What follows belongs to an exercise in optimizing a design on an open flow for small area; a production flow would make more cautious choices.
The RTL was checked by simulation tests, not by an equivalence proof against the original design.
Power figures rest on the tool's default switching activity, not on a simulated workload.

## flow/config.mk

```make
export PLATFORM = sky130hd
export DESIGN_NAME = block_controller
export DESIGN_NICKNAME = block_controller
export VERILOG_FILES = /design/flow/design.v
export SDC_FILE = /design/flow/constraint.sdc
export NUM_CORES = 4
export LEC_CHECK = 0
export CAP_MARGIN = 20
export CORE_MARGIN = 2
export CORE_UTILIZATION = 40
export SLEW_MARGIN = 20
```

## flow/constraint.sdc

```tcl
create_clock -name core_clock -period 10.0 [get_ports {clk}]
set_input_delay 2.0000 -clock core_clock [delete_from_list [all_inputs] [get_ports {clk}]]
set_output_delay 2.0000 -clock core_clock [all_outputs]
set_load 0.01 [all_outputs]
```

## flow/design.v

```verilog
`timescale 1ns / 1ps
module block_controller(
	input clk,  
	input bright,
	input rst,
	input left, input right, input p2left, input p2right,
	input two_player,
	input ack,
	input [9:0] hCount, vCount,
	output reg [11:0] rgb,
	output reg [15:0] score,
	output reg [15:0] p2score,
	output reg[15:0] highscore
   );
	wire block_fill;
	wire paddle, paddle2;
	wire line_1, line_2, line_3, line_4, line_5, line_6, line_7, line_8, line_9;
	reg [9:0] xpos, ypos;
	reg [9:0] PL, PR, PC, PY;
	reg [9:0] P2L, P2R, P2Y;
	reg [1:0] game_state;
	reg [11:0] background;
	parameter RED   = 12'b1111_0000_0000;
	parameter BLUE  = 12'b0000_0000_1111;
	parameter GREEN  = 12'b0000_1111_0000;	
	parameter TURQOUISE = 12'b0000_1111_1111;
	parameter YELLOW = 12'b1111_1111_0000;
    localparam  
      INI   = 2'b00,
      START = 2'b01,
      DONE  = 2'b10,
      TWO = 2'b11,
      UNKN  = 2'bxx;
	localparam ball_width = 10;  
	localparam ball_height = 10; 
	localparam paddle_length = 50;
	localparam paddle_2_length = 50; 
	integer dx, dy;
	integer debounce;
	always@ (*) begin
    	if(~bright )	 
			rgb = 12'b0000_0000_0000;
		else if (paddle) 
			rgb = RED;
		else if (paddle2 & (game_state == TWO))
		    rgb = GREEN;
		else if(line_1 || line_2 || line_3 || line_4 || line_5 || line_6 || line_7 || line_8 || line_9)
				rgb = BLUE;
		else	
			rgb=background;
	end
	assign paddle =  vCount>=(PY) && vCount<=(PY + 10) && hCount>=(PL) && hCount<=(PR);
	assign paddle2 = vCount<=(P2Y) && vCount>=(P2Y - 10) && hCount>=(P2L) && hCount<=(P2R);
	assign line_1 = hCount == xpos && vCount == ypos+4;
	assign line_2 = hCount>=(xpos-2) && hCount<=(xpos+2)&& vCount==(ypos+3);
	assign line_3 = hCount>=(xpos-3) && hCount<=(xpos+3)&& vCount==(ypos+2);
	assign line_4 = hCount>=(xpos-4) && hCount<=(xpos+4)&& vCount==(ypos+1);
	assign line_5 = hCount>=(xpos-4) && hCount<=(xpos+4)&& vCount==(ypos);
	assign line_6 = hCount>=(xpos-4) && hCount<=(xpos+4)&& vCount==(ypos-1);
	assign line_7 = hCount>=(xpos-3) && hCount<=(xpos+3)&& vCount==(ypos-2);
	assign line_8 = hCount>=(xpos-2) && hCount<=(xpos+2)&& vCount==(ypos-3);
	assign line_9 = hCount == xpos && vCount == (ypos-4);
	always@(posedge clk, posedge rst) 
	begin
		if(rst)
		begin 
			game_state <= INI;
			background <= 12'b1111_1111_1111;
			score <= 0;
			highscore <=0;
			xpos<=450;
			ypos<=150;
			dx = 0;
			dy = 1;
		end
		else begin
			if (game_state == INI)
			begin
			if(two_player)
			     game_state <= TWO;
			else
			     game_state <= START;
			 score <= 0; 
			 p2score <=0;
			 xpos<=450;
			 ypos<=150;
			 PL <= 450 - paddle_length/2;
			 PR <= 450 + paddle_length/2;
			 PY <= 450;
			 P2L <= 450 - paddle_length/2;
			 P2R <= 450 + paddle_length/2;
			 P2Y <= 100;
			 debounce = 0;
			end
			else if (game_state == START)
				begin
				xpos <= xpos + dx;
				ypos <= ypos + dy;
				if(debounce !=0)
				begin
				debounce = debounce -1;
				end
				if (ypos <= (35 + ball_height/2)+1) 
				    begin
				    if (debounce ==0)
				       begin
					   dy = dy*-1;
					   end
				    debounce = 10;
				    end
				if (xpos <= (144 + ball_width/2)+1) 
				    begin
				    if (debounce ==0)
				       begin
					   dx = dx*-1;
					   end
				    debounce = 10;
				    end
				if (xpos >= (783 - ball_width/2)+1) 
				    begin
				    if (debounce ==0)
				       begin
					   dx = dx*-1;
					   end
					debounce = 10;
					end
				if( (ypos >= (PY- ball_height/2)) && ( xpos < PL || xpos > PR))
				    begin
					game_state <= DONE;
					end
				if( (ypos >= (PY- ball_height/2)) && ( xpos >= PL &&  xpos <= PR))
					begin
					if(debounce ==0)
					begin
					   score <= score +1;
					   background <= TURQOUISE;
					   if (background == TURQOUISE)
					       background <= YELLOW;
					end
					debounce = 10;
					if( PR - xpos > 40 && PR -xpos <= 50)
					begin
					   dy = -1;
					   dx = -2;
					end
					if( PR - xpos > 30 && PR -xpos <= 40)
					begin
					   dy = -1;
					   dx = -1;
					end
					if( PR - xpos >= 20 && PR -xpos <= 30)
					begin
					   dx = 0;
					   dy = -2;
					end
					if( PR - xpos >= 10 && PR -xpos < 20)
					begin
					   dx = 1;
					   dy = -1;
					end
					if( PR - xpos >= 0 && PR -xpos < 10)
					begin
					   dx = 2;
					   dy = -1;
					end
					end
				if(right) begin
					if(PR <= 793)  
					begin
						PR<=PR+2;
						PL<=PL+2;
					end
				end
				else if(left) begin
					if(PL >= 144)  
						begin
						PR<=PR-2;
						PL<=PL-2;
						end
				end
				end
				else if(game_state == TWO)
				begin
				xpos <= xpos + dx;
				ypos <= ypos + dy;
				if(debounce !=0)
				begin
				debounce = debounce -1;
				end
				if (xpos <= (144 + ball_width/2)+1) 
				    begin
				    if (debounce ==0)
				       begin
					   dx = dx*-1;
					   end
				    debounce = 10;
				    end
				if (xpos >= (783 - ball_width/2)+1) 
				    begin
				    if (debounce ==0)
				       begin
					   dx = dx*-1;
					   end
					debounce = 10;
					end
				if( (ypos >= (PY- ball_height/2)) && ( xpos < PL || xpos > PR))
				    begin
					game_state <= DONE;
					end
				else if( (ypos >= (PY- ball_height/2)) && ( xpos >= PL &&  xpos <= PR))
					begin
					if(debounce ==0)
					begin
					   background <= 12'b0000_1111_1111;
					   score <= score +1;
					end
					debounce = 10;
					if( PR - xpos > 40 && PR -xpos <= 50)
					begin
					   dy = -1;
					   dx = -2;
					end
					if( PR - xpos > 30 && PR -xpos <= 40)
					begin
					   dy = -1;
					   dx = -1;
					end
					if( PR - xpos >= 20 && PR -xpos <= 30)
					begin
					   dx = 0;
					   dy = -2;
					end
					if( PR - xpos >= 10 && PR -xpos < 20)
					begin
					   dx = 1;
					   dy = -1;
					end
					if( PR - xpos >= 0 && PR -xpos < 10)
					begin
					   dx = 2;
					   dy = -1;
					end
					end
				if( (ypos <= (P2Y + ball_height/2)) && ( xpos < P2L || xpos > P2R))
				    begin
					game_state <= DONE;
					end
				if( (ypos <= (P2Y + ball_height/2)) && ( xpos >= P2L &&  xpos <= P2R))
				    begin
					if(debounce ==0)
					begin
					   background <= 12'b1111_1111_0000;
					   score <= score +1;
					end
					debounce = 10;
					if( P2R - xpos > 40 && P2R -xpos <= 50)
					begin
					   dy = 1;
					   dx = -2;
					end
					if( P2R - xpos > 30 && P2R -xpos <= 40)
					begin
					   dy = 1;
					   dx = -1;
					end
					if( P2R - xpos >= 20 && P2R -xpos <= 30)
					begin
					   dx = 0;
					   dy = 2;
					end
					if( P2R - xpos >= 10 && P2R -xpos < 20)
					begin
					   dx = 1;
					   dy = 1;
					end
					if( P2R - xpos >= 0 && P2R -xpos < 10)
					begin
					   dx = 2;
					   dy = 1;
					end
					end
				if(right) begin
					if(PR <= 793)  
					begin
						PR<=PR+2;
						PL<=PL+2;
					end
				end
				else if(left) begin
					if(PL >= 144)  
						begin
						PR<=PR-2;
						PL<=PL-2;
						end
				end
				if(p2right) begin
				    if(P2R <= 793)  
					begin
						P2R<=P2R+2;
						P2L<=P2L+2;
					end
				end
				else if(p2left) begin
				    if(P2L >= 144)  
					begin
						P2R<=P2R-2;
						P2L<=P2L-2;
					end
				end
				end
				else if(game_state == DONE)
				begin
				    if (score > highscore)
				        highscore <= score;
				    if(ack)
				        game_state <= INI;
				end
		end
	end
endmodule
```

## flow/run.sh

```bash
#!/bin/bash
# synth_recipe.tcl (not shown) runs the flow's synth.tcl, then flattens the netlist and writes it again
# the make line also repeats each setting of config.mk as NAME=value (left out here)
make -C /OpenROAD-flow-scripts/flow DESIGN_CONFIG=/design/flow/config.mk WORK_HOME=/design/flow/orfs CLKGATE_MAP_FILE= SYNTH_SCRIPT=/design/flow/synth_recipe.tcl finish
```

==> notes.md <==
[report_power, final]
part	switching (uW)	leakage [uW]	internal (uW)
Clock	295	0.000268	335
Sequential	306	0.00175	935
Combinational	2040	0.00587	1350
Total	2640	0.00789	2620
[path summary, 6_finish.rpt]
path / endpoint / from / slack [ps]
setup / recovery: rgb[8] / hCount[1] / 1580
hold / removal: background[7] / background[7] / 480
setup reg to reg: dx[8] / debounce[0] / 3800
hold reg to reg: background[7] / background[7] / 480
max in group asynchronous: dy[4] / rst / 6720
min in group asynchronous: score[0] / rst / 2210
[registers in the layout, indices dropped and copies added (netlist names)]
register / count
background: 12
PR: 9
highscore: 16
score: 16
debounce: 32
game_state: 2
dy: 10
ypos: 10
PL: 9
P2R: 9
P2L: 9
dx: 10
xpos: 10
[cell type report]
type / instances / share of cell area (%)
inverter: 123 / 2.42
sequential: 154 / 22.0
multi-input combinational: 1788 / 64.5
clock inverter: 11 / 0.436
clock buffer: 20 / 2.39
tap: 585 / 3.81
timing repair buffer: 90 / 4.46
[worst min-delay path: stages (launching register included)]
cell	delay, ps
dfstp_2	370
inv_1	60
nand2_1	50
[metal layers]
metal,routed length (um),part of all wire (%),track usage (%)
met2,25300,47,40.5
met4,1450,2.7,7.96
met5,13,0.024,0
met3,2970,5.5,3.66
met1,24500,45,32.1
[cell usage after synthesis, types with 9 or more instances]
cell type / instances
a21boi_0: 9
inv_1: 117
a31oi_1: 33
o21a_1: 44
mux2_2: 17
and2_1: 14
buf_1: 9
nor3b_1: 10
clkbuf_1: 58
dfstp_2: 21
a21oi_1: 140
ha_1: 212
nor3_1: 72
or4_1: 15
buf_4: 16
a211oi_1: 22
or3_1: 27
o22ai_1: 14
a21o_1: 69
nor2b_1: 25
nand4_1: 46
a22o_1: 9
nand2_1: 162
nand2b_1: 28
a2111oi_0: 9
xnor2_1: 136
dfrtp_1: 65
o211ai_1: 14
o21bai_1: 13
o31ai_1: 15
nor4_1: 35
edfxtp_1: 68
nor2_1: 191
and3_1: 18
xor2_1: 47
nand3_1: 70
o21ai_0: 118
a22oi_1: 9
[through the flow]
step | std cells | hold slack [ps] | utilization, % | setup slack, ps | power (uW)
global placement | 2740 | 475 | 43.4 | 1730 | 4490
detailed placement | 2740 | 482 | 43.4 | 1630 | 4570
finish | 2771 | 480 | 44.7 | 1580 | 5250
CTS | 2771 | 490 | 44.7 | 1600 | 5230
global route | 2771 | 509 | 44.7 | 1270 | 5700
floorplan | 2154 | 450 | - | 3400 | 3680
[cell families after synthesis]
family / count (synthesis) / synth area share, %
and+or+nand+nor: 758 / 22.1
AOI/OAI and AO/OA: 590 / 22.2
adders and majority gates: 216 / 15.7
buffers and inverters: 212 / 4.96
xor gates and xnor gates: 183 / 9.21
DFF: 154 / 24.3
muxes: 25 / 1.56
other: 1 / 0.0216
==> Flow_metrics.wiki <==
{| class="wikitable"
! Metric !! Value
|-
| Result of the run || no timing/DRC/antenna violations
|-
| Length of the first detailed-routing pass in iterations || 5
|-
| Post-route DRC || 0
|-
| Cell area after layout || 19200 um2
|-
| Clock sink count || 154
|-
| Placer's final routability congestion estimate || 0.960
|-
| Post-synthesis register bit count || 154
|-
| Commonest non-fill, non-tap cells in the layout || ha_1 (212), nor2_1 (189), nand2_1 (162)
|-
| Slew headroom || 29.1%
|-
| First-pass GRT wire length || 86.6 mm
|-
| Register Area || 4220 um2
|-
| Antenna fix cells || 0
|-
| Number of fillers in the final layout || 4274
|-
| Leakage power || 0.00789 uW
|-
| Crit path launch type || input port
|-
| Post-Syn Area || 17400 um2
|-
| Number of cells on the critical path || 15
|-
| Die Outline Area || 45200 um2
|-
| Number of enable flip-flop cells after synthesis || 68
|-
| Sequential share of the synthesized area || 24.3%
|-
| Peak VDD IR || 0.165 mV
|-
| CTS resizes || 0
|-
| Number of buffers added for setup after CTS || 0
|-
| Detail-routed net length per standard cell || 19.6 um
|-
| Share of layout cells above drive strength 1 || 5.54%
|-
| Final sum of negative setup slack || 0 ps
|-
| Via total after detailed routing || 16559
|-
| Die height || 213 um
|-
| DRC marker count from the first detailed-route iteration || 1351
|-
| Most common library cell in the layout ignoring fill and taps || ha_1
|-
| Growth of design area from synthesis to finish || 10.4%
|-
| Final HPWL DP || 41.2 mm
|-
| Critical path, cell by cell || clkdlybuf4s50_1, ha_1, a21o_1, a21o_1, a21o_1, a21o_1, a21o_1, a21o_1, a21o_1, a21o_1, a21oi_1, or3_1, nor3b_1, a21o_1, clkdlybuf4s50_1
|-
| Area occupied by multi-input gates || 12400 um2
|-
| Max Cap Viol || 0
|-
| Overall global routing resource usage || 24.3%
|-
| Fraction of post-synthesis cell area in the top cell type by area || 15.2%
|-
| Sum of overflow across all layers after global routing || 0
|-
| Routed Antenna Nets || 0
|-
| Worst Path Class, Setup || input port to primary output
|-
| Tightest Pin Transition || 1050 ps
|-
| Final layout net count || 2419
|-
| Final count of hold timing violations || 0
|-
| Final worst path period share || 84.2%
|-
| Delay of the slowest cell on the worst path || 760 ps
|-
| Total routed wirelength || 54.3 mm
|-
| Hold-critical path depth || 2
|-
| Crit-path most repeated cell || a21o_1
|-
| Total power density per cell area || 273 nW/um2
|-
| Slowest cell on the critical path || clkdlybuf4s50_1
|-
| Crit path buffers/inverters || 2
|-
| Maximum clock frequency || 0.119 GHz
|-
| Drt via density || 5.98
|-
| Number of CTS-inserted buffers || 17
|-
| Number of instances in the synthesized netlist || 2139
|-
| CP Data Required Time || 8000 ps
|-
| RSZ-0062 raised after global routing || false
|-
| Number of global-route vias before repair || 15782
|-
| Finish-stage setup viols || 0
|-
| Worst-Skew Late Latency || 460 ps
|-
| Kind of cell with the highest combined delay on the critical path || compound AO/OA/AOI/OAI gates
|-
| Maximum root-to-sink buffer count || 2
|-
| Biggest area contributors in the synthesized netlist || ha_1 (15%), edfxtp_1 (12%), dfrtp_1 (9.3%)
|-
| Number of H-tree branching levels || 4
|-
| Async S/R FF share, synth || 55.8%
|-
| Worst Reg-to-Reg Cells || 17
|-
| Per-instance average area after synthesis || 8.13 um2
|-
| Number of buffers inserted by hold repair at cts || 0
|-
| Root Buffer || clkbuf_16
|-
| I/O pin cnt || 89
|-
| Post-route minimum period || 8420 ps
|-
| Buffers added on ports || 72
|-
| Distinct cell type count of the synthesized netlist || 86
|-
| Biggest fanout along the worst timing path || 9
|-
| Arrival time at the worst endpoint || 6420 ps
|-
| Core region area || 43000 um2
|-
| Clock transition at the registers of the reported paths || 60 ps
|-
| Final clock skew || 13.8 ps
|-
| Placement-stage cell area || 18700 um2
|-
| Maximum number of pins on one net before global-route repair || 53
|-
| Critical Path End Type || primary output
|-
| Initial cell density of the core || 40.5%
|-
| Cell Rows || 76
|-
| CTS tree || built
|-
| Cell type with the highest aggregate area in the netlist || ha_1
|-
| Die boundary width || 213 um
|-
| Worst min-delay path category || register to register
|-
| Antenna violations before repair || 1
|-
| Most used flip-flop cell after synthesis || edfxtp_1
|-
| Yosys warning total || 1
|-
| Number of max-slew violations in the final report || 0
|}

[what the ideal ports hide]
In the flow no input, the clock included, has a driving cell. The finished layout below was timed again as built, in two steps. Step 1 (the two cells are an assumption about what drives the block):
set clk [get_ports {clk}]
set_driving_cell -lib_cell sky130_fd_sc_hd__clkbuf_16 $clk
set_driving_cell -lib_cell sky130_fd_sc_hd__buf_2 [delete_from_list [all_inputs] $clk]
Step 2 moves the port delays by t, midway between the first and last clock arrival at a register: inputs arrive t later, outputs are due t later. That takes back most of the time a late clock gives input paths. Three values: no drivers, after step 1, after step 2; two values: the first two.
t (ns): 0.505
setup WS [ns]: 1.576 / 1.553 / 1.553
pins driven straight from the clock port: 1
After both steps this run still meets setup and hold. For this run, drivers alone change the setup slack by -0.023 ns; drivers and shift together by -0.023 ns.
